Source: an optimization exercise on an open RTL-to-GDS flow (aim: small area and a short achievable clock period). Production flows keep margins and buffers that such runs may drop.
At most, simulation tests tie the RTL to the original design; equivalence was not proved.
No functional check of the RTL was part of run 2.
Power figures rest on the tool's default switching activity, not on a simulated workload.

## flow/standard.sh

```bash
#!/bin/bash
# synth_recipe.tcl (not shown) runs the flow's synth.tcl, then flattens the netlist and writes it again
# the make line also repeats each setting of config.mk as NAME=value (left out here)
make -C /OpenROAD-flow-scripts/flow DESIGN_CONFIG=/design/flow/config.mk WORK_HOME=/design/flow/orfs CLKGATE_MAP_FILE= SYNTH_SCRIPT=/design/flow/synth_recipe.tcl "${@:-finish}"
```

## flow/config.mk

```make
export PLATFORM = sky130hd
export DESIGN_NAME = mac
export DESIGN_NICKNAME = mac
export VERILOG_FILES = /design/flow/design.v
export SDC_FILE = /design/flow/constraint.sdc
export NUM_CORES = 4
export LEC_CHECK = 0
export CAP_MARGIN = 20
export CORE_MARGIN = 2
export CORE_UTILIZATION = 40
export SETUP_SLACK_MARGIN = 3.7
export SLEW_MARGIN = 60
export SYNTH_HIERARCHICAL = 1
export SYNTH_MINIMUM_KEEP_SIZE = 0
export TNS_END_PERCENT = 0
```

## flow/constraint.sdc

```tcl
create_clock -name core_clock -period 7.5 [get_ports {clk}]
set_input_delay 1.5000 -clock core_clock [delete_from_list [all_inputs] [get_ports {clk}]]
set_output_delay 1.5000 -clock core_clock [all_outputs]
set_load 0.01 [all_outputs]
```

## flow/design.v

```verilog
module mac (
    input  logic clk,
    input  logic rst,
    input  logic signed [15:0] a_in,
    input  logic signed [15:0] b_in,
    input  logic acc_clear,
    output logic acc_out_valid,
    output logic signed [34:0] acc_out
);
logic [15:0] a_r;
logic [7:0] one_r, two_r, neg_r;
wire  [16:0] bx = {b_in, 1'b0};
integer k;
always_ff @(posedge clk) begin
    for (k = 0; k < 8; k = k + 1) begin
        one_r[k] <= bx[2*k+1] ^ bx[2*k];
        two_r[k] <= (bx[2*k+2] & ~bx[2*k+1] & ~bx[2*k]) | (~bx[2*k+2] & bx[2*k+1] & bx[2*k]);
        neg_r[k] <= bx[2*k+2];
    end
    a_r <= a_in;
end
wire [17:0] ax = {a_r[15], a_r, 1'b0};
wire [16:0] pp0;
wire [16:0] pp1;
wire [16:0] pp2;
wire [16:0] pp3;
wire [16:0] pp4;
wire [16:0] pp5;
wire [16:0] pp6;
wire [16:0] pp7;
genvar gi, gj;
generate for (gj = 0; gj < 8; gj = gj + 1) begin : g_pp
    for (gi = 0; gi < 17; gi = gi + 1) begin : g_bit
        wire v = (one_r[gj] & ax[gi+1]) | (two_r[gj] & ax[gi]);
        if (gj == 0) assign pp0[gi] = v ^ neg_r[0];
        if (gj == 1) assign pp1[gi] = v ^ neg_r[1];
        if (gj == 2) assign pp2[gi] = v ^ neg_r[2];
        if (gj == 3) assign pp3[gi] = v ^ neg_r[3];
        if (gj == 4) assign pp4[gi] = v ^ neg_r[4];
        if (gj == 5) assign pp5[gi] = v ^ neg_r[5];
        if (gj == 6) assign pp6[gi] = v ^ neg_r[6];
        if (gj == 7) assign pp7[gi] = v ^ neg_r[7];
    end
end endgenerate
logic [34:0] acc_s;
logic [28:0] acc_cr;
wire  [34:0] acc_c;
logic [1:0] t;
wire hold = acc_out_valid & ~acc_clear;
wire [34:0] acc_in_s = acc_clear ? 35'd0 : acc_s;
wire [34:0] acc_in_c = acc_clear ? 35'd0 : acc_c;
assign acc_c = {acc_cr[28], 1'b0, acc_cr[27], acc_cr[26], acc_cr[25], acc_cr[24], acc_cr[23], acc_cr[22], acc_cr[21], acc_cr[20], acc_cr[19], acc_cr[18], acc_cr[17], acc_cr[16], acc_cr[15], acc_cr[14], acc_cr[13], acc_cr[12], acc_cr[11], acc_cr[10], acc_cr[9], acc_cr[8], acc_cr[7], acc_cr[6], acc_cr[5], acc_cr[4], acc_cr[3], 1'b0, acc_cr[2], 1'b0, acc_cr[1], 1'b0, acc_cr[0], 1'b0, 1'b0};
wire s0, c0, s1, c1, s2, c2, s3, c3, s4, c4, s5, c5, s6, c6, s7, c7, s8, c8, s9, c9, s10, c10, s11, c11, s12, c12, s13, c13, s14, c14, s15, c15, s16, c16, s17, c17, s18, c18, s19, c19, s20, c20, s21, c21, s22, c22, s23, c23, s24, c24, s25, c25, s26, c26, s27, c27, s28, c28, s29, c29, s30, c30, s31, c31, s32, c32, s33, c33, s34, c34, s35, c35, s36, c36, s37, c37, s38, c38, s39, c39, s40, c40, s41, c41, s42, c42, s43, c43, s44, c44, s45, c45, s46, c46, s47, c47, s48, c48, s49, c49, s50, c50, s51, c51, s52, c52, s53, c53, s54, c54, s55, c55, s56, c56, s57, c57, s58, c58, s59, c59, s60, c60, s61, c61, s62, c62, s63, c63, s64, c64, s65, c65, s66, c66, s67, c67, s68, c68, s69, c69, s70, c70, s71, c71, s72, c72, s73, c73, s74, c74, s75, c75, s76, c76, s77, c77, s78, c78, s79, c79, s80, c80, s81, c81, s82, c82, s83, c83, s84, c84, s85, c85, s86, c86, s87, c87, s88, c88, s89, c89, s90, c90, s91, c91, s92, c92, s93, c93, s94, c94, s95, c95, s96, c96, s97, c97, s98, c98, s99, c99, s100, c100, s101, c101, s102, c102, s103, c103, s104, c104, s105, c105, s106, c106, s107, c107, s108, c108, s109, c109, s110, c110, s111, c111, s112, c112, s113, c113, s114, c114, s115, c115, s116, c116, s117, c117, s118, c118, s119, c119, s120, c120, s121, c121, s122, c122, s123, c123, s124, c124, s125, c125, s126, c126, s127, c127, s128, c128, s129, c129, s130, c130, s131, c131, s132, c132, s133, c133, s134, c134, s135, c135, s136, c136, s137, c137, s138, c138, s139, c139, s140, c140, s141, c141, s142, c142, s143, c143, s144, c144, s145, c145, s146, c146, s147, c147, s148, c148, s149, c149, s150, c150, s151, c151, s152, c152, s153, c153;
mac_ha u_ha0 (.a(neg_r[0]), .b(pp0[0]), .s(s0), .co(c0));
mac_ha u_ha1 (.a(pp0[1]), .b(c0), .s(s1), .co(c1));
mac_fa u_fa2 (.a(neg_r[1]), .b(pp0[2]), .c(pp1[0]), .s(s2), .co(c2));
mac_fa u_fa3 (.a(s2), .b(c1), .c(acc_in_s[2]), .s(s3), .co(c3));
mac_fa u_fa4 (.a(pp0[3]), .b(pp1[1]), .c(c2), .s(s4), .co(c4));
mac_ha u_ha5 (.a(s4), .b(acc_in_s[3]), .s(s5), .co(c5));
mac_fa u_fa6 (.a(neg_r[2]), .b(pp0[4]), .c(pp1[2]), .s(s6), .co(c6));
mac_fa u_fa7 (.a(pp2[0]), .b(s6), .c(c4), .s(s7), .co(c7));
mac_fa u_fa8 (.a(acc_in_s[4]), .b(acc_in_c[4]), .c(c5), .s(s8), .co(c8));
mac_fa u_fa9 (.a(pp0[5]), .b(pp1[3]), .c(pp2[1]), .s(s9), .co(c9));
mac_fa u_fa10 (.a(c6), .b(s9), .c(acc_in_s[5]), .s(s10), .co(c10));
mac_ha u_ha11 (.a(c7), .b(s10), .s(s11), .co(c11));
mac_fa u_fa12 (.a(neg_r[3]), .b(pp0[6]), .c(pp1[4]), .s(s12), .co(c12));
mac_fa u_fa13 (.a(pp2[2]), .b(pp3[0]), .c(c9), .s(s13), .co(c13));
mac_fa u_fa14 (.a(s12), .b(s13), .c(acc_in_s[6]), .s(s14), .co(c14));
mac_fa u_fa15 (.a(acc_in_c[6]), .b(c10), .c(s14), .s(s15), .co(c15));
mac_fa u_fa16 (.a(pp0[7]), .b(pp1[5]), .c(pp2[3]), .s(s16), .co(c16));
mac_fa u_fa17 (.a(pp3[1]), .b(c12), .c(s16), .s(s17), .co(c17));
mac_fa u_fa18 (.a(c13), .b(acc_in_s[7]), .c(s17), .s(s18), .co(c18));
mac_ha u_ha19 (.a(c14), .b(s18), .s(s19), .co(c19));
mac_fa u_fa20 (.a(neg_r[4]), .b(pp0[8]), .c(pp1[6]), .s(s20), .co(c20));
mac_fa u_fa21 (.a(pp2[4]), .b(pp3[2]), .c(pp4[0]), .s(s21), .co(c21));
mac_fa u_fa22 (.a(c16), .b(s20), .c(s21), .s(s22), .co(c22));
mac_fa u_fa23 (.a(c17), .b(acc_in_s[8]), .c(acc_in_c[8]), .s(s23), .co(c23));
mac_fa u_fa24 (.a(s22), .b(c18), .c(s23), .s(s24), .co(c24));
mac_fa u_fa25 (.a(pp0[9]), .b(pp1[7]), .c(pp2[5]), .s(s25), .co(c25));
mac_fa u_fa26 (.a(pp3[3]), .b(pp4[1]), .c(c20), .s(s26), .co(c26));
mac_fa u_fa27 (.a(c21), .b(s25), .c(s26), .s(s27), .co(c27));
mac_fa u_fa28 (.a(c22), .b(acc_in_s[9]), .c(acc_in_c[9]), .s(s28), .co(c28));
mac_fa u_fa29 (.a(c23), .b(s27), .c(s28), .s(s29), .co(c29));
mac_fa u_fa30 (.a(neg_r[5]), .b(pp0[10]), .c(pp1[8]), .s(s30), .co(c30));
mac_fa u_fa31 (.a(pp2[6]), .b(pp3[4]), .c(pp4[2]), .s(s31), .co(c31));
mac_fa u_fa32 (.a(pp5[0]), .b(c25), .c(s30), .s(s32), .co(c32));
mac_fa u_fa33 (.a(s31), .b(c26), .c(acc_in_s[10]), .s(s33), .co(c33));
mac_fa u_fa34 (.a(acc_in_c[10]), .b(s32), .c(c27), .s(s34), .co(c34));
mac_fa u_fa35 (.a(c28), .b(s33), .c(s34), .s(s35), .co(c35));
mac_fa u_fa36 (.a(pp0[11]), .b(pp1[9]), .c(pp2[7]), .s(s36), .co(c36));
mac_fa u_fa37 (.a(pp3[5]), .b(pp4[3]), .c(pp5[1]), .s(s37), .co(c37));
mac_fa u_fa38 (.a(c30), .b(c31), .c(s36), .s(s38), .co(c38));
mac_fa u_fa39 (.a(s37), .b(c32), .c(acc_in_s[11]), .s(s39), .co(c39));
mac_fa u_fa40 (.a(acc_in_c[11]), .b(s38), .c(c33), .s(s40), .co(c40));
mac_fa u_fa41 (.a(s39), .b(c34), .c(s40), .s(s41), .co(c41));
mac_fa u_fa42 (.a(neg_r[6]), .b(pp0[12]), .c(pp1[10]), .s(s42), .co(c42));
mac_fa u_fa43 (.a(pp2[8]), .b(pp3[6]), .c(pp4[4]), .s(s43), .co(c43));
mac_fa u_fa44 (.a(pp5[2]), .b(pp6[0]), .c(c36), .s(s44), .co(c44));
mac_fa u_fa45 (.a(c37), .b(s42), .c(s43), .s(s45), .co(c45));
mac_fa u_fa46 (.a(s44), .b(c38), .c(acc_in_s[12]), .s(s46), .co(c46));
mac_fa u_fa47 (.a(acc_in_c[12]), .b(s45), .c(c39), .s(s47), .co(c47));
mac_fa u_fa48 (.a(s46), .b(c40), .c(s47), .s(s48), .co(c48));
mac_fa u_fa49 (.a(pp0[13]), .b(pp1[11]), .c(pp2[9]), .s(s49), .co(c49));
mac_fa u_fa50 (.a(pp3[7]), .b(pp4[5]), .c(pp5[3]), .s(s50), .co(c50));
mac_fa u_fa51 (.a(pp6[1]), .b(c42), .c(c43), .s(s51), .co(c51));
mac_fa u_fa52 (.a(s49), .b(s50), .c(c44), .s(s52), .co(c52));
mac_fa u_fa53 (.a(s51), .b(c45), .c(acc_in_s[13]), .s(s53), .co(c53));
mac_fa u_fa54 (.a(acc_in_c[13]), .b(s52), .c(c46), .s(s54), .co(c54));
mac_fa u_fa55 (.a(s53), .b(c47), .c(s54), .s(s55), .co(c55));
mac_fa u_fa56 (.a(neg_r[7]), .b(pp0[14]), .c(pp1[12]), .s(s56), .co(c56));
mac_fa u_fa57 (.a(pp2[10]), .b(pp3[8]), .c(pp4[6]), .s(s57), .co(c57));
mac_fa u_fa58 (.a(pp5[4]), .b(pp6[2]), .c(pp7[0]), .s(s58), .co(c58));
mac_fa u_fa59 (.a(c49), .b(c50), .c(s56), .s(s59), .co(c59));
mac_fa u_fa60 (.a(s57), .b(s58), .c(c51), .s(s60), .co(c60));
mac_fa u_fa61 (.a(acc_in_s[14]), .b(acc_in_c[14]), .c(s59), .s(s61), .co(c61));
mac_fa u_fa62 (.a(c52), .b(s60), .c(c53), .s(s62), .co(c62));
mac_fa u_fa63 (.a(s61), .b(c54), .c(s62), .s(s63), .co(c63));
mac_fa u_fa64 (.a(pp0[15]), .b(pp1[13]), .c(pp2[11]), .s(s64), .co(c64));
mac_fa u_fa65 (.a(pp3[9]), .b(pp4[7]), .c(pp5[5]), .s(s65), .co(c65));
mac_fa u_fa66 (.a(pp6[3]), .b(pp7[1]), .c(c56), .s(s66), .co(c66));
mac_fa u_fa67 (.a(c57), .b(c58), .c(s64), .s(s67), .co(c67));
mac_fa u_fa68 (.a(s65), .b(s66), .c(c59), .s(s68), .co(c68));
mac_fa u_fa69 (.a(acc_in_s[15]), .b(acc_in_c[15]), .c(s67), .s(s69), .co(c69));
mac_fa u_fa70 (.a(c60), .b(c61), .c(s68), .s(s70), .co(c70));
mac_fa u_fa71 (.a(s69), .b(c62), .c(s70), .s(s71), .co(c71));
mac_fa u_fa72 (.a(pp0[16]), .b(pp1[14]), .c(pp2[12]), .s(s72), .co(c72));
mac_fa u_fa73 (.a(pp3[10]), .b(pp4[8]), .c(pp5[6]), .s(s73), .co(c73));
mac_fa u_fa74 (.a(pp6[4]), .b(pp7[2]), .c(c64), .s(s74), .co(c74));
mac_fa u_fa75 (.a(c65), .b(s72), .c(s73), .s(s75), .co(c75));
mac_fa u_fa76 (.a(c66), .b(s74), .c(c67), .s(s76), .co(c76));
mac_fa u_fa77 (.a(acc_in_s[16]), .b(acc_in_c[16]), .c(s75), .s(s77), .co(c77));
mac_fa u_fa78 (.a(c68), .b(c69), .c(s76), .s(s78), .co(c78));
mac_fa u_fa79 (.a(s77), .b(c70), .c(s78), .s(s79), .co(c79));
mac_fa u_fa80 (.a(pp0[16]), .b(pp1[15]), .c(pp2[13]), .s(s80), .co(c80));
mac_fa u_fa81 (.a(pp3[11]), .b(pp4[9]), .c(pp5[7]), .s(s81), .co(c81));
mac_fa u_fa82 (.a(pp6[5]), .b(pp7[3]), .c(c72), .s(s82), .co(c82));
mac_fa u_fa83 (.a(c73), .b(s80), .c(s81), .s(s83), .co(c83));
mac_fa u_fa84 (.a(c74), .b(s82), .c(c75), .s(s84), .co(c84));
mac_fa u_fa85 (.a(acc_in_s[17]), .b(acc_in_c[17]), .c(s83), .s(s85), .co(c85));
mac_fa u_fa86 (.a(c76), .b(c77), .c(s84), .s(s86), .co(c86));
mac_fa u_fa87 (.a(s85), .b(c78), .c(s86), .s(s87), .co(c87));
mac_fa u_fa88 (.a(~pp0[16]), .b(~pp1[16]), .c(pp2[14]), .s(s88), .co(c88));
mac_fa u_fa89 (.a(pp3[12]), .b(pp4[10]), .c(pp5[8]), .s(s89), .co(c89));
mac_fa u_fa90 (.a(pp6[6]), .b(pp7[4]), .c(c80), .s(s90), .co(c90));
mac_fa u_fa91 (.a(c81), .b(s88), .c(s89), .s(s91), .co(c91));
mac_fa u_fa92 (.a(c82), .b(s90), .c(c83), .s(s92), .co(c92));
mac_fa u_fa93 (.a(acc_in_s[18]), .b(acc_in_c[18]), .c(s91), .s(s93), .co(c93));
mac_fa u_fa94 (.a(c84), .b(c85), .c(s92), .s(s94), .co(c94));
mac_fa u_fa95 (.a(s93), .b(c86), .c(s94), .s(s95), .co(c95));
mac_fa u_fa96 (.a(pp2[15]), .b(pp3[13]), .c(pp4[11]), .s(s96), .co(c96));
mac_fa u_fa97 (.a(pp5[9]), .b(pp6[7]), .c(pp7[5]), .s(s97), .co(c97));
mac_fa u_fa98 (.a(c88), .b(c89), .c(s96), .s(s98), .co(c98));
mac_fa u_fa99 (.a(s97), .b(c90), .c(c91), .s(s99), .co(c99));
mac_fa u_fa100 (.a(~acc_in_s[19]), .b(acc_in_c[19]), .c(s98), .s(s100), .co(c100));
mac_fa u_fa101 (.a(c92), .b(c93), .c(s99), .s(s101), .co(c101));
mac_fa u_fa102 (.a(s100), .b(c94), .c(s101), .s(s102), .co(c102));
mac_fa u_fa103 (.a(~pp2[16]), .b(pp3[14]), .c(pp4[12]), .s(s103), .co(c103));
mac_fa u_fa104 (.a(pp5[10]), .b(pp6[8]), .c(pp7[6]), .s(s104), .co(c104));
mac_fa u_fa105 (.a(c96), .b(c97), .c(s103), .s(s105), .co(c105));
mac_fa u_fa106 (.a(s104), .b(c98), .c(acc_in_s[20]), .s(s106), .co(c106));
mac_fa u_fa107 (.a(acc_in_c[20]), .b(acc_in_s[19]), .c(s105), .s(s107), .co(c107));
mac_fa u_fa108 (.a(c99), .b(c100), .c(s106), .s(s108), .co(c108));
mac_fa u_fa109 (.a(s107), .b(c101), .c(s108), .s(s109), .co(c109));
mac_fa u_fa110 (.a(pp3[15]), .b(pp4[13]), .c(pp5[11]), .s(s110), .co(c110));
mac_fa u_fa111 (.a(pp6[9]), .b(pp7[7]), .c(c103), .s(s111), .co(c111));
mac_fa u_fa112 (.a(c104), .b(s110), .c(s111), .s(s112), .co(c112));
mac_fa u_fa113 (.a(c105), .b(~acc_in_s[21]), .c(acc_in_c[21]), .s(s113), .co(c113));
mac_fa u_fa114 (.a(c106), .b(c107), .c(s112), .s(s114), .co(c114));
mac_fa u_fa115 (.a(s113), .b(c108), .c(s114), .s(s115), .co(c115));
mac_fa u_fa116 (.a(~pp3[16]), .b(pp4[14]), .c(pp5[12]), .s(s116), .co(c116));
mac_fa u_fa117 (.a(pp6[10]), .b(pp7[8]), .c(c110), .s(s117), .co(c117));
mac_fa u_fa118 (.a(s116), .b(c111), .c(s117), .s(s118), .co(c118));
mac_fa u_fa119 (.a(acc_in_s[22]), .b(acc_in_c[22]), .c(acc_in_s[21]), .s(s119), .co(c119));
mac_fa u_fa120 (.a(c112), .b(c113), .c(s118), .s(s120), .co(c120));
mac_fa u_fa121 (.a(s119), .b(c114), .c(s120), .s(s121), .co(c121));
mac_fa u_fa122 (.a(pp4[15]), .b(pp5[13]), .c(pp6[11]), .s(s122), .co(c122));
mac_fa u_fa123 (.a(pp7[9]), .b(c116), .c(s122), .s(s123), .co(c123));
mac_fa u_fa124 (.a(c117), .b(~acc_in_s[23]), .c(acc_in_c[23]), .s(s124), .co(c124));
mac_fa u_fa125 (.a(s123), .b(c118), .c(c119), .s(s125), .co(c125));
mac_fa u_fa126 (.a(s124), .b(c120), .c(s125), .s(s126), .co(c126));
mac_fa u_fa127 (.a(~pp4[16]), .b(pp5[14]), .c(pp6[12]), .s(s127), .co(c127));
mac_fa u_fa128 (.a(pp7[10]), .b(c122), .c(s127), .s(s128), .co(c128));
mac_fa u_fa129 (.a(c123), .b(acc_in_s[24]), .c(acc_in_c[24]), .s(s129), .co(c129));
mac_fa u_fa130 (.a(acc_in_s[23]), .b(s128), .c(c124), .s(s130), .co(c130));
mac_fa u_fa131 (.a(s129), .b(c125), .c(s130), .s(s131), .co(c131));
mac_fa u_fa132 (.a(pp5[15]), .b(pp6[13]), .c(pp7[11]), .s(s132), .co(c132));
mac_fa u_fa133 (.a(c127), .b(s132), .c(c128), .s(s133), .co(c133));
mac_fa u_fa134 (.a(~acc_in_s[25]), .b(acc_in_c[25]), .c(c129), .s(s134), .co(c134));
mac_fa u_fa135 (.a(s133), .b(c130), .c(s134), .s(s135), .co(c135));
mac_fa u_fa136 (.a(~pp5[16]), .b(pp6[14]), .c(pp7[12]), .s(s136), .co(c136));
mac_fa u_fa137 (.a(c132), .b(s136), .c(acc_in_s[26]), .s(s137), .co(c137));
mac_fa u_fa138 (.a(acc_in_c[26]), .b(acc_in_s[25]), .c(c133), .s(s138), .co(c138));
mac_fa u_fa139 (.a(s137), .b(c134), .c(s138), .s(s139), .co(c139));
mac_fa u_fa140 (.a(pp6[15]), .b(pp7[13]), .c(c136), .s(s140), .co(c140));
mac_fa u_fa141 (.a(s140), .b(~acc_in_s[27]), .c(acc_in_c[27]), .s(s141), .co(c141));
mac_fa u_fa142 (.a(c137), .b(s141), .c(c138), .s(s142), .co(c142));
mac_fa u_fa143 (.a(~pp6[16]), .b(pp7[14]), .c(c140), .s(s143), .co(c143));
mac_fa u_fa144 (.a(acc_in_s[28]), .b(acc_in_c[28]), .c(acc_in_s[27]), .s(s144), .co(c144));
mac_fa u_fa145 (.a(s143), .b(c141), .c(s144), .s(s145), .co(c145));
mac_fa u_fa146 (.a(pp7[15]), .b(~acc_in_s[29]), .c(acc_in_c[29]), .s(s146), .co(c146));
mac_fa u_fa147 (.a(c143), .b(c144), .c(s146), .s(s147), .co(c147));
mac_fa u_fa148 (.a(~pp7[16]), .b(acc_in_s[30]), .c(acc_in_c[30]), .s(s148), .co(c148));
mac_fa u_fa149 (.a(acc_in_s[29]), .b(c146), .c(s148), .s(s149), .co(c149));
mac_fa u_fa150 (.a(~acc_in_s[31]), .b(acc_in_c[31]), .c(c148), .s(s150), .co(c150));
mac_fa u_fa151 (.a(~acc_in_s[32]), .b(acc_in_c[32]), .c(acc_in_s[31]), .s(s151), .co(c151));
mac_ha u_ha152 (.a(~acc_in_s[33]), .b(acc_in_s[32]), .s(s152), .co(c152));
mac_fa u_fa153 (.a(~acc_in_s[34]), .b(acc_in_c[34]), .c(acc_in_s[33]), .s(s153), .co(c153));
wire [34:0] rx = {c152, s152, c150, c149, c147, c145, c142, c139, c135, c131, c126, c121, c115, c109, c102, c95, c87, c79, c71, c63, c55, c48, c41, c35, c29, c24, c19, s19, c11, s11, s7, s5, acc_in_c[2], s1, s0};
wire [34:0] ry = {s153, c151, s151, s150, s149, s147, s145, s142, s139, s135, s131, s126, s121, s115, s109, s102, s95, s87, s79, s71, s63, s55, s48, s41, s35, s29, s24, c15, s15, c8, s8, c3, s3, acc_in_s[1], acc_in_s[0]};
wire [34:0] nxt_s;
wire [34:0] nxt_c;
wire [34:0] bp = rx ^ ry;
wire [34:0] bg = rx & ry;
wire [35:0] bc;
assign bc[0] = 1'b0;
assign nxt_s[0] = bp[0];
assign bc[1] = bg[0];
mac_xor u_bx1 (.a(bp[1]), .b(bc[1]), .y(nxt_s[1]));
assign bc[2] = 1'b0;
assign nxt_s[2] = bp[2];
assign bc[3] = bg[2];
mac_xor u_bx3 (.a(bp[3]), .b(bc[3]), .y(nxt_s[3]));
assign bc[4] = 1'b0;
assign nxt_s[4] = bp[4];
assign bc[5] = bg[4];
mac_xor u_bx5 (.a(bp[5]), .b(bc[5]), .y(nxt_s[5]));
assign bc[6] = 1'b0;
assign nxt_s[6] = bp[6];
assign bc[7] = bg[6];
mac_xor u_bx7 (.a(bp[7]), .b(bc[7]), .y(nxt_s[7]));
assign bc[8] = 1'b0;
assign nxt_s[8] = bp[8];
assign bc[9] = 1'b0;
assign nxt_s[9] = bp[9];
assign bc[10] = 1'b0;
assign nxt_s[10] = bp[10];
assign bc[11] = 1'b0;
assign nxt_s[11] = bp[11];
assign bc[12] = 1'b0;
assign nxt_s[12] = bp[12];
assign bc[13] = 1'b0;
assign nxt_s[13] = bp[13];
assign bc[14] = 1'b0;
assign nxt_s[14] = bp[14];
assign bc[15] = 1'b0;
assign nxt_s[15] = bp[15];
assign bc[16] = 1'b0;
assign nxt_s[16] = bp[16];
assign bc[17] = 1'b0;
assign nxt_s[17] = bp[17];
assign bc[18] = 1'b0;
assign nxt_s[18] = bp[18];
assign bc[19] = 1'b0;
assign nxt_s[19] = bp[19];
assign bc[20] = 1'b0;
assign nxt_s[20] = bp[20];
assign bc[21] = 1'b0;
assign nxt_s[21] = bp[21];
assign bc[22] = 1'b0;
assign nxt_s[22] = bp[22];
assign bc[23] = 1'b0;
assign nxt_s[23] = bp[23];
assign bc[24] = 1'b0;
assign nxt_s[24] = bp[24];
assign bc[25] = 1'b0;
assign nxt_s[25] = bp[25];
assign bc[26] = 1'b0;
assign nxt_s[26] = bp[26];
assign bc[27] = 1'b0;
assign nxt_s[27] = bp[27];
assign bc[28] = 1'b0;
assign nxt_s[28] = bp[28];
assign bc[29] = 1'b0;
assign nxt_s[29] = bp[29];
assign bc[30] = 1'b0;
assign nxt_s[30] = bp[30];
assign bc[31] = 1'b0;
assign nxt_s[31] = bp[31];
assign bc[32] = 1'b0;
assign nxt_s[32] = bp[32];
assign bc[33] = bg[32];
mac_xor u_bx33 (.a(bp[33]), .b(bc[33]), .y(nxt_s[33]));
assign bc[34] = 1'b0;
assign nxt_s[34] = bp[34];
assign nxt_c[0] = 1'b0;
assign nxt_c[1] = 1'b0;
assign nxt_c[2] = bg[1] | (bp[1] & bc[1]);
assign nxt_c[3] = 1'b0;
assign nxt_c[4] = bg[3] | (bp[3] & bc[3]);
assign nxt_c[5] = 1'b0;
assign nxt_c[6] = bg[5] | (bp[5] & bc[5]);
assign nxt_c[7] = 1'b0;
assign nxt_c[8] = bg[7] | (bp[7] & bc[7]);
assign nxt_c[9] = bg[8];
assign nxt_c[10] = bg[9];
assign nxt_c[11] = bg[10];
assign nxt_c[12] = bg[11];
assign nxt_c[13] = bg[12];
assign nxt_c[14] = bg[13];
assign nxt_c[15] = bg[14];
assign nxt_c[16] = bg[15];
assign nxt_c[17] = bg[16];
assign nxt_c[18] = bg[17];
assign nxt_c[19] = bg[18];
assign nxt_c[20] = bg[19];
assign nxt_c[21] = bg[20];
assign nxt_c[22] = bg[21];
assign nxt_c[23] = bg[22];
assign nxt_c[24] = bg[23];
assign nxt_c[25] = bg[24];
assign nxt_c[26] = bg[25];
assign nxt_c[27] = bg[26];
assign nxt_c[28] = bg[27];
assign nxt_c[29] = bg[28];
assign nxt_c[30] = bg[29];
assign nxt_c[31] = bg[30];
assign nxt_c[32] = bg[31];
assign nxt_c[33] = 1'b0;
assign nxt_c[34] = bg[33] | (bp[33] & bc[33]);
wire [28:0] nxt_cr = {nxt_c[34], nxt_c[32], nxt_c[31], nxt_c[30], nxt_c[29], nxt_c[28], nxt_c[27], nxt_c[26], nxt_c[25], nxt_c[24], nxt_c[23], nxt_c[22], nxt_c[21], nxt_c[20], nxt_c[19], nxt_c[18], nxt_c[17], nxt_c[16], nxt_c[15], nxt_c[14], nxt_c[13], nxt_c[12], nxt_c[11], nxt_c[10], nxt_c[9], nxt_c[8], nxt_c[6], nxt_c[4], nxt_c[2]};
logic r1;
always_ff @(posedge clk) begin
    r1 <= rst;
    if (rst | r1) begin
        acc_s <= '0; acc_cr <= '0;
    end else if (acc_clear | !acc_out_valid) begin
        acc_s <= nxt_s; acc_cr <= nxt_cr;
    end
    if (rst) begin
        acc_out_valid <= 1'b0; t <= 2'd0;
    end else if (acc_clear) begin
        t <= 2'd1; acc_out_valid <= 1'b0;
    end else if (!acc_out_valid) begin
        t <= t + 2'd1; acc_out_valid <= (t == 2'd3);
    end
end
wire ao0 = &acc_s[1:0];
wire ao1 = &acc_s[3:2];
wire ao2 = &acc_s[5:4];
wire ao3 = &acc_s[7:6];
wire ao4 = &acc_s[8:8];
wire ao5 = &acc_s[9:9];
wire ao6 = &acc_s[10:10];
wire ao7 = &acc_s[11:11];
wire ao8 = &acc_s[12:12];
wire ao9 = &acc_s[13:13];
wire ao10 = &acc_s[14:14];
wire ao11 = &acc_s[15:15];
wire ao12 = &acc_s[16:16];
wire ao13 = &acc_s[17:17];
wire ao14 = &acc_s[18:18];
wire ao15 = &acc_s[19:19];
wire ao16 = &acc_s[20:20];
wire ao17 = &acc_s[21:21];
wire ao18 = &acc_s[22:22];
wire ao19 = &acc_s[23:23];
wire ao20 = &acc_s[24:24];
wire ao21 = &acc_s[25:25];
wire ao22 = &acc_s[26:26];
wire ao23 = &acc_s[27:27];
wire ao24 = &acc_s[28:28];
wire ao25 = &acc_s[29:29];
wire ao26 = &acc_s[30:30];
wire ao27 = &acc_s[31:31];
wire ao28 = &acc_s[33:32];
wire ao29 = &acc_s[34:34];
wire xg0 = acc_c[4] | (ao1 & acc_c[2]);
wire xp0 = ao1 & ao0;
wire xg1 = acc_c[8] | (ao3 & acc_c[6]);
wire xp1 = ao3 & ao2;
wire xg2 = acc_c[10] | (ao5 & acc_c[9]);
wire xp2 = ao5 & ao4;
wire xg3 = acc_c[12] | (ao7 & acc_c[11]);
wire xp3 = ao7 & ao6;
wire xg4 = acc_c[14] | (ao9 & acc_c[13]);
wire xp4 = ao9 & ao8;
wire xg5 = acc_c[16] | (ao11 & acc_c[15]);
wire xp5 = ao11 & ao10;
wire xg6 = acc_c[18] | (ao13 & acc_c[17]);
wire xp6 = ao13 & ao12;
wire xg7 = acc_c[20] | (ao15 & acc_c[19]);
wire xp7 = ao15 & ao14;
wire xg8 = acc_c[22] | (ao17 & acc_c[21]);
wire xp8 = ao17 & ao16;
wire xg9 = acc_c[24] | (ao19 & acc_c[23]);
wire xp9 = ao19 & ao18;
wire xg10 = acc_c[26] | (ao21 & acc_c[25]);
wire xp10 = ao21 & ao20;
wire xg11 = acc_c[28] | (ao23 & acc_c[27]);
wire xp11 = ao23 & ao22;
wire xg12 = acc_c[30] | (ao25 & acc_c[29]);
wire xp12 = ao25 & ao24;
wire xg13 = acc_c[32] | (ao27 & acc_c[31]);
wire xp13 = ao27 & ao26;
wire xg14 = acc_c[6] | (ao2 & xg0);
wire xp14 = ao2 & xp0;
wire xg15 = xg1 | (xp1 & xg0);
wire xp15 = xp1 & xp0;
wire xg16 = acc_c[11] | (ao6 & xg2);
wire xp16 = ao6 & xp2;
wire xg17 = xg3 | (xp3 & xg2);
wire xp17 = xp3 & xp2;
wire xg18 = acc_c[15] | (ao10 & xg4);
wire xp18 = ao10 & xp4;
wire xg19 = xg5 | (xp5 & xg4);
wire xp19 = xp5 & xp4;
wire xg20 = acc_c[19] | (ao14 & xg6);
wire xp20 = ao14 & xp6;
wire xg21 = xg7 | (xp7 & xg6);
wire xp21 = xp7 & xp6;
wire xg22 = acc_c[23] | (ao18 & xg8);
wire xp22 = ao18 & xp8;
wire xg23 = xg9 | (xp9 & xg8);
wire xp23 = xp9 & xp8;
wire xg24 = acc_c[27] | (ao22 & xg10);
wire xp24 = ao22 & xp10;
wire xg25 = xg11 | (xp11 & xg10);
wire xp25 = xp11 & xp10;
wire xg26 = acc_c[31] | (ao26 & xg12);
wire xp26 = ao26 & xp12;
wire xg27 = xg13 | (xp13 & xg12);
wire xp27 = xp13 & xp12;
wire xg28 = acc_c[9] | (ao4 & xg15);
wire xp28 = ao4 & xp15;
wire xg29 = xg2 | (xp2 & xg15);
wire xp29 = xp2 & xp15;
wire xg30 = xg16 | (xp16 & xg15);
wire xp30 = xp16 & xp15;
wire xg31 = xg17 | (xp17 & xg15);
wire xp31 = xp17 & xp15;
wire xg32 = acc_c[17] | (ao12 & xg19);
wire xp32 = ao12 & xp19;
wire xg33 = xg6 | (xp6 & xg19);
wire xp33 = xp6 & xp19;
wire xg34 = xg20 | (xp20 & xg19);
wire xp34 = xp20 & xp19;
wire xg35 = xg21 | (xp21 & xg19);
wire xp35 = xp21 & xp19;
wire xg36 = acc_c[25] | (ao20 & xg23);
wire xp36 = ao20 & xp23;
wire xg37 = xg10 | (xp10 & xg23);
wire xp37 = xp10 & xp23;
wire xg38 = xg24 | (xp24 & xg23);
wire xp38 = xp24 & xp23;
wire xg39 = xg25 | (xp25 & xg23);
wire xp39 = xp25 & xp23;
wire xg40 = acc_c[34] | (ao28 & xg27);
wire xp40 = ao28 & xp27;
wire xg41 = acc_c[13] | (ao8 & xg31);
wire xp41 = ao8 & xp31;
wire xg42 = xg4 | (xp4 & xg31);
wire xp42 = xp4 & xp31;
wire xg43 = xg18 | (xp18 & xg31);
wire xp43 = xp18 & xp31;
wire xg44 = xg19 | (xp19 & xg31);
wire xp44 = xp19 & xp31;
wire xg45 = xg32 | (xp32 & xg31);
wire xp45 = xp32 & xp31;
wire xg46 = xg33 | (xp33 & xg31);
wire xp46 = xp33 & xp31;
wire xg47 = xg34 | (xp34 & xg31);
wire xp47 = xp34 & xp31;
wire xg48 = xg35 | (xp35 & xg31);
wire xp48 = xp35 & xp31;
wire xg49 = acc_c[29] | (ao24 & xg39);
wire xp49 = ao24 & xp39;
wire xg50 = xg12 | (xp12 & xg39);
wire xp50 = xp12 & xp39;
wire xg51 = xg26 | (xp26 & xg39);
wire xp51 = xp26 & xp39;
wire xg52 = xg27 | (xp27 & xg39);
wire xp52 = xp27 & xp39;
wire xg53 = xg40 | (xp40 & xg39);
wire xp53 = xp40 & xp39;
wire xg54 = acc_c[21] | (ao16 & xg48);
wire xp54 = ao16 & xp48;
wire xg55 = xg8 | (xp8 & xg48);
wire xp55 = xp8 & xp48;
wire xg56 = xg22 | (xp22 & xg48);
wire xp56 = xp22 & xp48;
wire xg57 = xg23 | (xp23 & xg48);
wire xp57 = xp23 & xp48;
wire xg58 = xg36 | (xp36 & xg48);
wire xp58 = xp36 & xp48;
wire xg59 = xg37 | (xp37 & xg48);
wire xp59 = xp37 & xp48;
wire xg60 = xg38 | (xp38 & xg48);
wire xp60 = xp38 & xp48;
wire xg61 = xg39 | (xp39 & xg48);
wire xp61 = xp39 & xp48;
wire xg62 = xg49 | (xp49 & xg48);
wire xp62 = xp49 & xp48;
wire xg63 = xg50 | (xp50 & xg48);
wire xp63 = xp50 & xp48;
wire xg64 = xg51 | (xp51 & xg48);
wire xp64 = xp51 & xp48;
wire xg65 = xg52 | (xp52 & xg48);
wire xp65 = xp52 & xp48;
wire xg66 = xg53 | (xp53 & xg48);
wire xp66 = xp53 & xp48;
wire ci0 = 1'b0;
mac_xor u_xo0 (.a(acc_s[0]), .b(ci0), .y(acc_out[0]));
mac_xor u_xo1 (.a(acc_s[1]), .b(ci0 & acc_s[0]), .y(acc_out[1]));
wire ci1 = acc_c[2];
mac_xor u_xo2 (.a(acc_s[2]), .b(ci1), .y(acc_out[2]));
mac_xor u_xo3 (.a(acc_s[3]), .b(ci1 & acc_s[2]), .y(acc_out[3]));
wire ci2 = xg0;
mac_xor u_xo4 (.a(acc_s[4]), .b(ci2), .y(acc_out[4]));
mac_xor u_xo5 (.a(acc_s[5]), .b(ci2 & acc_s[4]), .y(acc_out[5]));
wire ci3 = xg14;
mac_xor u_xo6 (.a(acc_s[6]), .b(ci3), .y(acc_out[6]));
mac_xor u_xo7 (.a(acc_s[7]), .b(ci3 & acc_s[6]), .y(acc_out[7]));
wire ci4 = xg15;
mac_xor u_xo8 (.a(acc_s[8]), .b(ci4), .y(acc_out[8]));
wire ci5 = xg28;
mac_xor u_xo9 (.a(acc_s[9]), .b(ci5), .y(acc_out[9]));
wire ci6 = xg29;
mac_xor u_xo10 (.a(acc_s[10]), .b(ci6), .y(acc_out[10]));
wire ci7 = xg30;
mac_xor u_xo11 (.a(acc_s[11]), .b(ci7), .y(acc_out[11]));
wire ci8 = xg31;
mac_xor u_xo12 (.a(acc_s[12]), .b(ci8), .y(acc_out[12]));
wire ci9 = xg41;
mac_xor u_xo13 (.a(acc_s[13]), .b(ci9), .y(acc_out[13]));
wire ci10 = xg42;
mac_xor u_xo14 (.a(acc_s[14]), .b(ci10), .y(acc_out[14]));
wire ci11 = xg43;
mac_xor u_xo15 (.a(acc_s[15]), .b(ci11), .y(acc_out[15]));
wire ci12 = xg44;
mac_xor u_xo16 (.a(acc_s[16]), .b(ci12), .y(acc_out[16]));
wire ci13 = xg45;
mac_xor u_xo17 (.a(acc_s[17]), .b(ci13), .y(acc_out[17]));
wire ci14 = xg46;
mac_xor u_xo18 (.a(acc_s[18]), .b(ci14), .y(acc_out[18]));
wire ci15 = xg47;
mac_xor u_xo19 (.a(acc_s[19]), .b(ci15), .y(acc_out[19]));
wire ci16 = xg48;
mac_xor u_xo20 (.a(acc_s[20]), .b(ci16), .y(acc_out[20]));
wire ci17 = xg54;
mac_xor u_xo21 (.a(acc_s[21]), .b(ci17), .y(acc_out[21]));
wire ci18 = xg55;
mac_xor u_xo22 (.a(acc_s[22]), .b(ci18), .y(acc_out[22]));
wire ci19 = xg56;
mac_xor u_xo23 (.a(acc_s[23]), .b(ci19), .y(acc_out[23]));
wire ci20 = xg57;
mac_xor u_xo24 (.a(acc_s[24]), .b(ci20), .y(acc_out[24]));
wire ci21 = xg58;
mac_xor u_xo25 (.a(acc_s[25]), .b(ci21), .y(acc_out[25]));
wire ci22 = xg59;
mac_xor u_xo26 (.a(acc_s[26]), .b(ci22), .y(acc_out[26]));
wire ci23 = xg60;
mac_xor u_xo27 (.a(acc_s[27]), .b(ci23), .y(acc_out[27]));
wire ci24 = xg61;
mac_xor u_xo28 (.a(acc_s[28]), .b(ci24), .y(acc_out[28]));
wire ci25 = xg62;
mac_xor u_xo29 (.a(acc_s[29]), .b(ci25), .y(acc_out[29]));
wire ci26 = xg63;
mac_xor u_xo30 (.a(acc_s[30]), .b(ci26), .y(acc_out[30]));
wire ci27 = xg64;
mac_xor u_xo31 (.a(acc_s[31]), .b(ci27), .y(acc_out[31]));
wire ci28 = xg65;
mac_xor u_xo32 (.a(acc_s[32]), .b(ci28), .y(acc_out[32]));
mac_xor u_xo33 (.a(acc_s[33]), .b(ci28 & acc_s[32]), .y(acc_out[33]));
wire ci29 = xg66;
mac_xor u_xo34 (.a(acc_s[34]), .b(ci29), .y(acc_out[34]));
endmodule
module mac_fa (input logic a, input logic b, input logic c, output logic s, output logic co);
    assign s = a ^ b ^ c;
    assign co = (a & b) | (c & (a ^ b));
endmodule
module mac_ha (input logic a, input logic b, output logic s, output logic co);
    assign s = a ^ b;
    assign co = a & b;
endmodule
module mac_xor (input logic a, input logic b, output logic y);
    assign y = a ^ b;
endmodule
```

## flow/flow/run.sh

```bash
#!/bin/bash
# Standard ORFS layout (the standard.sh, standard synthesis unchanged); the only
# difference is the cell used for the port buffers that buffer_ports inserts.
set -euo pipefail
export BUFFER_PORTS_ARGS="-buffer_cell sky130_fd_sc_hd__buf_2"
bash standard.sh > standard_flow.log 2>&1
```

==> metrics.md, run 1 <==
| Metric | Value |
|---|---|
| Status | no timing/DRC/antenna violations |
| Cell Rows | 59 |
| Port Buffers | 70 |
| GRT Total Usage | 0.194 |
| Register-to-Register Setup Slack | 3.67 ns |
| Synth-to-layout area growth | 10.1% |
| Ant. Diodes | 0 |
| Critical path class | reg2out |
| DR WL/cell | 18.3 um |
| Maximum vdd ir drop | 239 uV |
| Routed Antenna Nets | 0 |
| Setup tns final | 0 ns |
| H-tree Lvls | 3 |
| Final hold vios | 0 |
| Die height | 168 um |
| Largest net degree at the start of global routing | 60 |
| Final setup vio count | 0 |
| Initial Utilization | 0.409 |
| Post-layout net count | 1339 |
| Pins Over Slew Limit | 0 |
| Synth Cell Area | 0.0107 mm^2 |
| Met1 Usage GRT | 0.246 |
| Hold Path Depth | 2 |
| Max-cap violation count | 0 |
| Core box area | 0.0261 mm^2 |
| Post-Synth Simple-Gate Area | 0.111 |
| Max Clock Skew | 0.0125 ns |
| Placer congestion estimate | 0.820 |
| Share of cells above drive strength 1 | 0.167 |
| Ys flop type | dfxtp_1 |
| Iteration-0 DRC Markers | 470 |
| Drt pass-1 iters | 16 |
| Total Wirelength | 26.7 mm |
| Compound-cell area share of the yosys netlist | 0.167 |
| Met3 global-route usage | 0.0314 |
| Chip width | between 150 and 200 um |
| CP max FO | 7 |
| Yosys warnings | 7 |
| Post-synthesis mux area share | 0.000936 |
| Commonest cells after routing, fill and taps aside | fa_1, nand2_1, xnor2_1, a22oi_1, a21oi_1 |
| HPWL Detailed | 19.2 mm |
| DRC viols | 0 |
| Post-Synthesis Cells | 1115 |
| Critical path launch point type | flop |
| Critical Path RT | ~6.0 ns |
| Vias in the first global route | 8078 |
| Leak Pwr | 4.90 nW |
| Final non-filler cell total | about 1500 |
| Clk slew on worst S/H paths | 0.08 ns |
| Longest Clk Path Bufs | 2 |
| Critical R2R Capture | acc_s[17] |
| Seq/Total Area, Yosys | 0.202 |
| Post-synthesis xor/xnor area fraction | 0.151 |
| Final min period | 3.84 ns |
| Hold Path Sink | acc_cr[26] |
| GRT met2 Usage | 0.338 |
| Root buffer cell | clkbuf_16 |
| I/O Pins | just over 70 |
| Cell Count Post-Placement | 1432 |
| Period Utilization, post-route | 0.512 |
| Worst slew margin | 0.654 |
| First-pass GRT wire length | around 43 mm |
| Initial antenna violation count | 0 |
| WHS | 0.465 ns |
| Fillers | roughly 2500 |
| Worst skew pair latency | 0.36 ns |
| Least-Margin Pin Slew | 0.518 ns |
| Avg Vias per Cell | around 5.5 |
| Syn avg cell area | 9.59 um^2 |
| R2r startpoint | a_r[4] |
| Clk sink count | around 110 |
| Via Count | 8034 |
| Register bit total from synthesis | 108 |
| CTS tree | done |
| F_max | around 260 MHz |
| Largest family of logic cells by synthesized area | adder cells |
| Most used routing layer | met2 |
| HP Class | reg2reg |
| CTS Buf Count | 9 |
| Post-synth cell types | 44 |
| Post-synth ARST share | 0 |
| Remaining global-route overflow | 0 |
| Crit end category | output pin |
| Number of synthesized flops with an enable pin | 0 |
| Crit path arrival time | 2.34 ns |
| Tot Pwr | 4.17 mW |
| RSZ-0062 raised after global routing | true |
| Hold Startpoint | acc_cr[26] |
| Most common cell after layout, fill and taps aside | fa_1 |
| Die Area | 0.0281 mm^2 |
| Adder-cell share of the synthesized area | 0.325 |
| Pwr per Cell Area | 354 mW/mm^2 |
| Reg2Reg Depth | 10 |
[synthesized netlist by cell type (3+ instances only)]
cell type,number,share of area
a21o_1,14,0.0098
a21oi_1,80,0.037
a21oi_2,3,0.0025
a22oi_1,120,0.084
and2_1,4,0.0023
buf_2,12,0.0056
clkbuf_1,85,0.030
dfxtp_1,108,0.20
fa_1,148,0.28
ha_1,41,0.048
inv_1,14,0.0049
inv_2,3,0.0011
nand2_1,141,0.049
nand2b_1,17,0.0099
nand3_1,3,0.0014
nand3b_1,7,0.0049
nor2_1,12,0.0042
nor2b_1,56,0.033
o21ai_0,29,0.014
o21ai_1,4,0.0019
o21bai_1,3,0.0021
xnor2_1,130,0.11
xor2_1,55,0.045
[cells by family after synthesis]
kind of cell    Yosys count
compound gates          267
xor+xnor                185
fa+ha+maj               189
buf+inv                 116
flops                   108
mux                       1
other cells               1
simple gates            248
[Yosys stat by module (local to each module, per instance)]
module / times used / flops+latches / cells inside
mac: 1 / 108 / 921
mac_xor: 40 / 0 / 1
mac_ha: 6 / 0 / 1
mac_fa: 148 / 0 / 1
[flip-flops by register name, summed over array words and instances, names as in the netlist]
name,cells
two_r,8
one_r,8
a_r,16
acc_out_valid,1
r1,1
t,2
acc_s,35
neg_r,8
acc_cr,29
[critical path, cell delays in order (launching register included)]
cell,delay (ns)
dfxtp_4,0.41
nand2_4,0.06
nor4_4,0.40
nand3_4,0.19
a31oi_4,0.29
a211o_1,0.17
a31o_1,0.15
xor2_1,0.15
buf_2,0.15
[power by group]
part           leakage [nW]  switching (mW)  internal (mW)
registers             0.912           0.178          0.683
logic                  3.85            1.48           1.36
clock network         0.138           0.242          0.228
total                  4.90            1.90           2.27
[routing by layer]
layer  vias to the layer above  part of all wire  wire [um]
li1                       3711                 -          -
met1                      4038              0.41      10900
met2                       245              0.52      13900
met3                        40             0.046       1220
met4                         0             0.025        679
met5                         -                 0          0
[through the flow]
| stage | worst slack (ns) | utilization | cell area [um^2] |
|---|---|---|---|
| 3_3_place_gp | 3.11 | 0.427 | 11200 |
| 2_1_floorplan | 3.67 | - | 10700 |
| 6_report | 3.66 | 0.451 | 11800 |
| 3_5_place_dp | 3.13 | 0.429 | 11200 |
| 4_1_cts | 3.65 | 0.445 | 11600 |
| 5_1_grt | 3.54 | 0.451 | 11800 |
[worst max-delay path by stage]
stage / start / cells past startpoint / slack (ns) / to
final: acc_s[13] / 8 / 3.66 / acc_out[30]
after global routing: acc_s[25] / 8 / 3.54 / acc_out[34]
after CTS: acc_s[2] / 8 / 3.65 / acc_out[23]
after detailed placement: a_r[15] / 11 / 3.13 / acc_s[21]
after global placement: one_r[0] / 11 / 3.11 / acc_s[21]
after floorplan: one_r[5] / 12 / 3.67 / acc_s[22]
[final cells by class]
type                    instances  area, um^2  share of cell area
clock buffers                   9         225              0.0191
clock inverters                 6        52.6             0.00446
inverters                      17        63.8             0.00542
multi-input cells             892        8220               0.698
flip-flops and latches        108        2310               0.196
well taps                     335         419              0.0356
repair buffers                 87         488              0.0414
[repair_timing]
action	4_1_cts	5_1_grt
pin swaps	11	13
endpoints found under the setup margin	49	50
hold buffers	0	0
buffers inserted	3	4
gates resized for setup	37	43
==> run 2, diff against run 1 <==
--- a/flow/design.v
+++ b/flow/design.v
@@ -19,3 +19,3 @@
     end
-    a_r <= a_in;
+    a_r <= rst ? 16'd0 : a_in;
 end
@@ -71,3 +71,3 @@
 mac_fa u_fa17 (.a(pp3[1]), .b(c12), .c(s16), .s(s17), .co(c17));
-mac_fa u_fa18 (.a(c13), .b(acc_in_s[7]), .c(s17), .s(s18), .co(c18));
+mac_fa u_fa18 (.a(c13), .b(s17), .c(acc_in_s[7]), .s(s18), .co(c18));
 mac_ha u_ha19 (.a(c14), .b(s18), .s(s19), .co(c19));
@@ -76,9 +76,9 @@
 mac_fa u_fa22 (.a(c16), .b(s20), .c(s21), .s(s22), .co(c22));
-mac_fa u_fa23 (.a(c17), .b(acc_in_s[8]), .c(acc_in_c[8]), .s(s23), .co(c23));
-mac_fa u_fa24 (.a(s22), .b(c18), .c(s23), .s(s24), .co(c24));
+mac_fa u_fa23 (.a(c17), .b(s22), .c(acc_in_s[8]), .s(s23), .co(c23));
+mac_fa u_fa24 (.a(acc_in_c[8]), .b(c18), .c(s23), .s(s24), .co(c24));
 mac_fa u_fa25 (.a(pp0[9]), .b(pp1[7]), .c(pp2[5]), .s(s25), .co(c25));
 mac_fa u_fa26 (.a(pp3[3]), .b(pp4[1]), .c(c20), .s(s26), .co(c26));
-mac_fa u_fa27 (.a(c21), .b(s25), .c(s26), .s(s27), .co(c27));
-mac_fa u_fa28 (.a(c22), .b(acc_in_s[9]), .c(acc_in_c[9]), .s(s28), .co(c28));
-mac_fa u_fa29 (.a(c23), .b(s27), .c(s28), .s(s29), .co(c29));
+mac_fa u_fa27 (.a(c21), .b(s25), .c(c22), .s(s27), .co(c27));
+mac_fa u_fa28 (.a(s26), .b(acc_in_s[9]), .c(acc_in_c[9]), .s(s28), .co(c28));
+mac_fa u_fa29 (.a(s27), .b(c23), .c(s28), .s(s29), .co(c29));
 mac_fa u_fa30 (.a(neg_r[5]), .b(pp0[10]), .c(pp1[8]), .s(s30), .co(c30));
@@ -86,4 +86,4 @@
 mac_fa u_fa32 (.a(pp5[0]), .b(c25), .c(s30), .s(s32), .co(c32));
-mac_fa u_fa33 (.a(s31), .b(c26), .c(acc_in_s[10]), .s(s33), .co(c33));
-mac_fa u_fa34 (.a(acc_in_c[10]), .b(s32), .c(c27), .s(s34), .co(c34));
+mac_fa u_fa33 (.a(s31), .b(c26), .c(s32), .s(s33), .co(c33));
+mac_fa u_fa34 (.a(acc_in_s[10]), .b(acc_in_c[10]), .c(c27), .s(s34), .co(c34));
 mac_fa u_fa35 (.a(c28), .b(s33), .c(s34), .s(s35), .co(c35));
@@ -92,4 +92,4 @@
 mac_fa u_fa38 (.a(c30), .b(c31), .c(s36), .s(s38), .co(c38));
-mac_fa u_fa39 (.a(s37), .b(c32), .c(acc_in_s[11]), .s(s39), .co(c39));
-mac_fa u_fa40 (.a(acc_in_c[11]), .b(s38), .c(c33), .s(s40), .co(c40));
+mac_fa u_fa39 (.a(s37), .b(c32), .c(s38), .s(s39), .co(c39));
+mac_fa u_fa40 (.a(acc_in_s[11]), .b(acc_in_c[11]), .c(c33), .s(s40), .co(c40));
 mac_fa u_fa41 (.a(s39), .b(c34), .c(s40), .s(s41), .co(c41));
@@ -99,4 +99,4 @@
 mac_fa u_fa45 (.a(c37), .b(s42), .c(s43), .s(s45), .co(c45));
-mac_fa u_fa46 (.a(s44), .b(c38), .c(acc_in_s[12]), .s(s46), .co(c46));
-mac_fa u_fa47 (.a(acc_in_c[12]), .b(s45), .c(c39), .s(s47), .co(c47));
+mac_fa u_fa46 (.a(c38), .b(s44), .c(s45), .s(s46), .co(c46));
+mac_fa u_fa47 (.a(acc_in_s[12]), .b(acc_in_c[12]), .c(c39), .s(s47), .co(c47));
 mac_fa u_fa48 (.a(s46), .b(c40), .c(s47), .s(s48), .co(c48));
@@ -106,3 +106,3 @@
 mac_fa u_fa52 (.a(s49), .b(s50), .c(c44), .s(s52), .co(c52));
-mac_fa u_fa53 (.a(s51), .b(c45), .c(acc_in_s[13]), .s(s53), .co(c53));
+mac_fa u_fa53 (.a(c45), .b(s51), .c(acc_in_s[13]), .s(s53), .co(c53));
 mac_fa u_fa54 (.a(acc_in_c[13]), .b(s52), .c(c46), .s(s54), .co(c54));
@@ -114,3 +114,3 @@
 mac_fa u_fa60 (.a(s57), .b(s58), .c(c51), .s(s60), .co(c60));
-mac_fa u_fa61 (.a(acc_in_s[14]), .b(acc_in_c[14]), .c(s59), .s(s61), .co(c61));
+mac_fa u_fa61 (.a(s59), .b(acc_in_s[14]), .c(acc_in_c[14]), .s(s61), .co(c61));
 mac_fa u_fa62 (.a(c52), .b(s60), .c(c53), .s(s62), .co(c62));
@@ -121,5 +121,5 @@
 mac_fa u_fa67 (.a(c57), .b(c58), .c(s64), .s(s67), .co(c67));
-mac_fa u_fa68 (.a(s65), .b(s66), .c(c59), .s(s68), .co(c68));
-mac_fa u_fa69 (.a(acc_in_s[15]), .b(acc_in_c[15]), .c(s67), .s(s69), .co(c69));
-mac_fa u_fa70 (.a(c60), .b(c61), .c(s68), .s(s70), .co(c70));
+mac_fa u_fa68 (.a(s65), .b(c59), .c(s66), .s(s68), .co(c68));
+mac_fa u_fa69 (.a(s67), .b(acc_in_s[15]), .c(acc_in_c[15]), .s(s69), .co(c69));
+mac_fa u_fa70 (.a(c60), .b(s68), .c(c61), .s(s70), .co(c70));
 mac_fa u_fa71 (.a(s69), .b(c62), .c(s70), .s(s71), .co(c71));
@@ -129,5 +129,5 @@
 mac_fa u_fa75 (.a(c65), .b(s72), .c(s73), .s(s75), .co(c75));
-mac_fa u_fa76 (.a(c66), .b(s74), .c(c67), .s(s76), .co(c76));
-mac_fa u_fa77 (.a(acc_in_s[16]), .b(acc_in_c[16]), .c(s75), .s(s77), .co(c77));
-mac_fa u_fa78 (.a(c68), .b(c69), .c(s76), .s(s78), .co(c78));
+mac_fa u_fa76 (.a(c66), .b(c67), .c(s74), .s(s76), .co(c76));
+mac_fa u_fa77 (.a(s75), .b(acc_in_s[16]), .c(acc_in_c[16]), .s(s77), .co(c77));
+mac_fa u_fa78 (.a(c68), .b(s76), .c(c69), .s(s78), .co(c78));
 mac_fa u_fa79 (.a(s77), .b(c70), .c(s78), .s(s79), .co(c79));
@@ -137,5 +137,5 @@
 mac_fa u_fa83 (.a(c73), .b(s80), .c(s81), .s(s83), .co(c83));
-mac_fa u_fa84 (.a(c74), .b(s82), .c(c75), .s(s84), .co(c84));
-mac_fa u_fa85 (.a(acc_in_s[17]), .b(acc_in_c[17]), .c(s83), .s(s85), .co(c85));
-mac_fa u_fa86 (.a(c76), .b(c77), .c(s84), .s(s86), .co(c86));
+mac_fa u_fa84 (.a(c74), .b(c75), .c(s82), .s(s84), .co(c84));
+mac_fa u_fa85 (.a(s83), .b(acc_in_s[17]), .c(acc_in_c[17]), .s(s85), .co(c85));
+mac_fa u_fa86 (.a(c76), .b(s84), .c(c77), .s(s86), .co(c86));
 mac_fa u_fa87 (.a(s85), .b(c78), .c(s86), .s(s87), .co(c87));
@@ -145,5 +145,5 @@
 mac_fa u_fa91 (.a(c81), .b(s88), .c(s89), .s(s91), .co(c91));
-mac_fa u_fa92 (.a(c82), .b(s90), .c(c83), .s(s92), .co(c92));
-mac_fa u_fa93 (.a(acc_in_s[18]), .b(acc_in_c[18]), .c(s91), .s(s93), .co(c93));
-mac_fa u_fa94 (.a(c84), .b(c85), .c(s92), .s(s94), .co(c94));
+mac_fa u_fa92 (.a(c82), .b(c83), .c(s90), .s(s92), .co(c92));
+mac_fa u_fa93 (.a(s91), .b(acc_in_s[18]), .c(acc_in_c[18]), .s(s93), .co(c93));
+mac_fa u_fa94 (.a(c84), .b(s92), .c(c85), .s(s94), .co(c94));
 mac_fa u_fa95 (.a(s93), .b(c86), .c(s94), .s(s95), .co(c95));
@@ -153,4 +153,4 @@
 mac_fa u_fa99 (.a(s97), .b(c90), .c(c91), .s(s99), .co(c99));
-mac_fa u_fa100 (.a(~acc_in_s[19]), .b(acc_in_c[19]), .c(s98), .s(s100), .co(c100));
-mac_fa u_fa101 (.a(c92), .b(c93), .c(s99), .s(s101), .co(c101));
+mac_fa u_fa100 (.a(s98), .b(~acc_in_s[19]), .c(acc_in_c[19]), .s(s100), .co(c100));
+mac_fa u_fa101 (.a(c92), .b(s99), .c(c93), .s(s101), .co(c101));
 mac_fa u_fa102 (.a(s100), .b(c94), .c(s101), .s(s102), .co(c102));
@@ -159,4 +159,4 @@
 mac_fa u_fa105 (.a(c96), .b(c97), .c(s103), .s(s105), .co(c105));
-mac_fa u_fa106 (.a(s104), .b(c98), .c(acc_in_s[20]), .s(s106), .co(c106));
-mac_fa u_fa107 (.a(acc_in_c[20]), .b(acc_in_s[19]), .c(s105), .s(s107), .co(c107));
+mac_fa u_fa106 (.a(s104), .b(c98), .c(s105), .s(s106), .co(c106));
+mac_fa u_fa107 (.a(acc_in_s[20]), .b(acc_in_c[20]), .c(acc_in_s[19]), .s(s107), .co(c107));
 mac_fa u_fa108 (.a(c99), .b(c100), .c(s106), .s(s108), .co(c108));
@@ -165,5 +165,5 @@
 mac_fa u_fa111 (.a(pp6[9]), .b(pp7[7]), .c(c103), .s(s111), .co(c111));
-mac_fa u_fa112 (.a(c104), .b(s110), .c(s111), .s(s112), .co(c112));
-mac_fa u_fa113 (.a(c105), .b(~acc_in_s[21]), .c(acc_in_c[21]), .s(s113), .co(c113));
-mac_fa u_fa114 (.a(c106), .b(c107), .c(s112), .s(s114), .co(c114));
+mac_fa u_fa112 (.a(c104), .b(s110), .c(c105), .s(s112), .co(c112));
+mac_fa u_fa113 (.a(s111), .b(~acc_in_s[21]), .c(acc_in_c[21]), .s(s113), .co(c113));
+mac_fa u_fa114 (.a(c106), .b(s112), .c(c107), .s(s114), .co(c114));
 mac_fa u_fa115 (.a(s113), .b(c108), .c(s114), .s(s115), .co(c115));
@@ -173,3 +173,3 @@
 mac_fa u_fa119 (.a(acc_in_s[22]), .b(acc_in_c[22]), .c(acc_in_s[21]), .s(s119), .co(c119));
-mac_fa u_fa120 (.a(c112), .b(c113), .c(s118), .s(s120), .co(c120));
+mac_fa u_fa120 (.a(c112), .b(s118), .c(c113), .s(s120), .co(c120));
 mac_fa u_fa121 (.a(s119), .b(c114), .c(s120), .s(s121), .co(c121));
@@ -177,4 +177,4 @@
 mac_fa u_fa123 (.a(pp7[9]), .b(c116), .c(s122), .s(s123), .co(c123));
-mac_fa u_fa124 (.a(c117), .b(~acc_in_s[23]), .c(acc_in_c[23]), .s(s124), .co(c124));
-mac_fa u_fa125 (.a(s123), .b(c118), .c(c119), .s(s125), .co(c125));
+mac_fa u_fa124 (.a(c117), .b(s123), .c(~acc_in_s[23]), .s(s124), .co(c124));
+mac_fa u_fa125 (.a(acc_in_c[23]), .b(c118), .c(c119), .s(s125), .co(c125));
 mac_fa u_fa126 (.a(s124), .b(c120), .c(s125), .s(s126), .co(c126));
@@ -182,4 +182,4 @@
 mac_fa u_fa128 (.a(pp7[10]), .b(c122), .c(s127), .s(s128), .co(c128));
-mac_fa u_fa129 (.a(c123), .b(acc_in_s[24]), .c(acc_in_c[24]), .s(s129), .co(c129));
-mac_fa u_fa130 (.a(acc_in_s[23]), .b(s128), .c(c124), .s(s130), .co(c130));
+mac_fa u_fa129 (.a(c123), .b(s128), .c(acc_in_s[24]), .s(s129), .co(c129));
+mac_fa u_fa130 (.a(acc_in_c[24]), .b(acc_in_s[23]), .c(c124), .s(s130), .co(c130));
 mac_fa u_fa131 (.a(s129), .b(c125), .c(s130), .s(s131), .co(c131));
@@ -187,4 +187,4 @@
 mac_fa u_fa133 (.a(c127), .b(s132), .c(c128), .s(s133), .co(c133));
-mac_fa u_fa134 (.a(~acc_in_s[25]), .b(acc_in_c[25]), .c(c129), .s(s134), .co(c134));
-mac_fa u_fa135 (.a(s133), .b(c130), .c(s134), .s(s135), .co(c135));
+mac_fa u_fa134 (.a(~acc_in_s[25]), .b(acc_in_c[25]), .c(s133), .s(s134), .co(c134));
+mac_fa u_fa135 (.a(c129), .b(c130), .c(s134), .s(s135), .co(c135));
 mac_fa u_fa136 (.a(~pp5[16]), .b(pp6[14]), .c(pp7[12]), .s(s136), .co(c136));
@@ -320,16 +320,9 @@
 wire [28:0] nxt_cr = {nxt_c[34], nxt_c[32], nxt_c[31], nxt_c[30], nxt_c[29], nxt_c[28], nxt_c[27], nxt_c[26], nxt_c[25], nxt_c[24], nxt_c[23], nxt_c[22], nxt_c[21], nxt_c[20], nxt_c[19], nxt_c[18], nxt_c[17], nxt_c[16], nxt_c[15], nxt_c[14], nxt_c[13], nxt_c[12], nxt_c[11], nxt_c[10], nxt_c[9], nxt_c[8], nxt_c[6], nxt_c[4], nxt_c[2]};
-logic r1;
 always_ff @(posedge clk) begin
-    r1 <= rst;
-    if (rst | r1) begin
-        acc_s <= '0; acc_cr <= '0;
-    end else if (acc_clear | !acc_out_valid) begin
-        acc_s <= nxt_s; acc_cr <= nxt_cr;
-    end
     if (rst) begin
-        acc_out_valid <= 1'b0; t <= 2'd0;
+        acc_s <= '0; acc_cr <= '0; acc_out_valid <= 1'b0; t <= 2'd0;
     end else if (acc_clear) begin
-        t <= 2'd1; acc_out_valid <= 1'b0;
+        acc_s <= nxt_s; acc_cr <= nxt_cr; t <= 2'd1; acc_out_valid <= 1'b0;
     end else if (!acc_out_valid) begin
-        t <= t + 2'd1; acc_out_valid <= (t == 2'd3);
+        acc_s <= nxt_s; acc_cr <= nxt_cr; t <= t + 2'd1; acc_out_valid <= (t == 2'd3);
     end
--- a/flow/config.mk
+++ b/flow/config.mk
@@ -10,3 +10,3 @@
 export CORE_UTILIZATION = 40
-export SETUP_SLACK_MARGIN = 3.7
+export SETUP_SLACK_MARGIN = 4.5
 export SLEW_MARGIN = 60
==> metrics.md, run 2 <==
| Metric | Value |
|---|---|
| Drt pass-1 iters | 5 (-11) |
| Least-Margin Pin Slew | 0.528 ns (+0.0100 ns) |
| Critical path launch point type | flop |
| Via Count | 8280 (+3.1%) |
| Critical Path RT | 6.00 ns (about the same) |
| Root buffer cell | clkbuf_16 |
| Pwr per Cell Area | 360 mW/mm^2 (+1.6%) |
| Crit path cell chain | a21oi_1 -> o21ai_2 -> a21oi_2 -> a31oi_4 -> a211o_2 -> a31o_1 -> xor2_1 -> buf_2 |
| Max Clock Skew | 0.0162 ns (+0.00370 ns) |
| Cell Rows | 59 (unchanged) |
| Most common cell in the netlist | fa_1 |
| Port Buffers | 70 (unchanged) |
| Largest Register | acc_s |
| Chip width | 168 um (+0.19%) |
| Met2 wire len | 14.0 mm (+0.80%) |
| Int Pwr | 2.51 mW (+10%) |
| Final min period | 3.83 ns (-0.0126 ns) |
| HP Class | reg2reg |
| Number of synthesized flops with an enable pin | 0 (unchanged) |
| GRT Total Usage | 0.194 (-0.000582) |
| Final setup vio count | 0 (unchanged) |
| Setup tns final | 0 ns (unchanged) |
| Max-cap violation count | 0 (unchanged) |
| Pins Over Slew Limit | 0 (unchanged) |
| Ys flop type | dfxtp_1 |
| Seq/Total Area, Yosys | 0.200 (-0.00262) |
| Worst path max stage delay | 0.35 ns (-0.06 ns) |
| Worst skew pair latency | 0.37 ns (about the same) |
| Die height | 168 um (+0.19%) |
| Placer congestion estimate | 0.805 (-1.9%) |
| CTS Hold Buffers Added | 0 (unchanged) |
| Synth-to-layout area growth | 17.5% |
| CTS Buf Count | 9 (unchanged) |
| H-tree Lvls | 3 (unchanged) |
| Dominant cells by area after synthesis | fa_1, dfxtp_1, xnor2_1, a22oi_1, nand2_1 |
| Longest Clk Path Bufs | 2 (unchanged) |
| M1 WL | 11.3 mm (+4.0%) |
| Crit end category | output pin |
| Avg Vias per Cell | 5.43 (-1.7%) |
| Total Wirelength | 27.1 mm (+1.7%) |
| Status | no timing/DRC/antenna violations |
| Register-to-Register Setup Slack | 3.71 ns (+0.04 ns) |
| DR WL/cell | 17.8 um (-2.9%) |
| Maximum vdd ir drop | 270 uV (+13%) |
| Ant. Diodes | 0 (unchanged) |
| Top Metal Used | met4 |
| Crit path arrival time | 2.33 ns (about the same) |
| Iteration-0 DRC Markers | 604 (+29%) |
| Critical path class | reg2out |
run 2: changes by cell type in the layout (fill, tap and decap cells not counted), sizes merged, moves of 2 or more:
cell and delta:
a211oi +6, buf +56, clkbuf +2, inv +2
nor2 +5, clkinv -3, nor3 +5, o21ai -5
a21oi -11, nor2b +15
run 2: kinds of logic (layout without fill, tap and decap cells):
group / Yosys count / count (layout) / share of synthesized area
adder cells (fa/ha/maj): 189 / 189 / 0.324
other: 1 / 2 / 0.000349
XOR/XNOR: 185 / 185 / 0.151
AO/OA/AOI/OAI: 257 / 257 / 0.160
buffers and inverters: 118 / 177 / 0.0422
AND/OR/NAND/NOR: 271 / 271 / 0.122
multiplexers: 1 / 1 / 0.000932
flip-flops: 107 / 107 / 0.200
run 2: repair_timing:
action	in CTS	in global routing
hold endpoints to repair	0	0
buffers inserted	7	59
setup endpoints to repair	87	90
pin swaps	13	25
resized for setup	63	50
run 2: path summary, 6_finish.rpt:
kind | startpoint | to | cells past startpoint
setup / recovery | acc_cr[8] | acc_out[30] | 8
hold / removal | acc_cr[26] | acc_cr[26] | 2
setup reg to reg | one_r[0] | acc_s[11] | 11
hold reg to reg | acc_cr[26] | acc_cr[26] | 2
run 2: power groups by stage:
stage | sequential [mW] | clock (mW) | combinational [mW]
6_report | 0.975 | 0.528 | 3.03
5_1_grt | 1.00 | 0.563 | 3.55
4_1_cts | 0.977 | 0.540 | 3.02
3_5_place_dp | 0.982 | 0 | 2.96
3_3_place_gp | 0.980 | 0 | 2.91
2_1_floorplan | 0.857 | 0 | 2.31
run 2: through the flow:
step / cell area, um^2 / hold WS, ns / utilization / instances / setup slack, ns
after floorplan: 11200 / 0.437 / - / 1130 / 3.84
after global placement: 11300 / 0.459 / 0.432 / 1441 / 3.12
after detailed placement: 11400 / 0.463 / 0.435 / 1441 / 3.28
after CTS: 11900 / 0.474 / 0.456 / 1464 / 3.66
after global routing: 12600 / 0.495 / 0.481 / 1524 / 3.59
final: 12600 / 0.474 / 0.481 / 1524 / 3.67
run 2: layout make-up:
type / count / area [um^2]
Tap cell: 335 / 419
Sequential cell: 107 / 2310
Clock inverter: 6 / 82.6
Inverter: 17 / 63.8
Clock buffer: 10 / 239
Fill cell: 2487 / 13600
Timing Repair Buffer: 144 / 1010
Multi-Input combinational cell: 905 / 8480
run 2: routing by layer:
layer  up-vias  GRT usage
li1       3867          -
met5         -          0
met4         0     0.0597
met2       224      0.334
met1      4142      0.256
met3        47     0.0228
run 2: Yosys stat by module (local to each module, per instance):
module | times used | cells | area, um^2
mac | 1 | 935 | 7350
mac_fa | 148 | 1 | 20.0
mac_ha | 6 | 1 | 12.5
mac_xor | 40 | 1 | 8.76
run 2: critical path, delay by kind of cell (launching register included):
family | cells | cell delay (ns)
AOI/OAI and AO/OA | 6 | 1.32
DFF | 1 | 0.35
xor gates and xnor gates | 1 | 0.15
buffers and inverters | 1 | 0.14

Re-timed with assumed drivers on the ports (clkbuf_16 on the clock, buf_2 on other inputs), run 2 has 3.622 ns of setup slack against 3.669 ns with ideal ports, and 3.353 ns once port delays also move by the mid clock arrival of 0.407 ns.
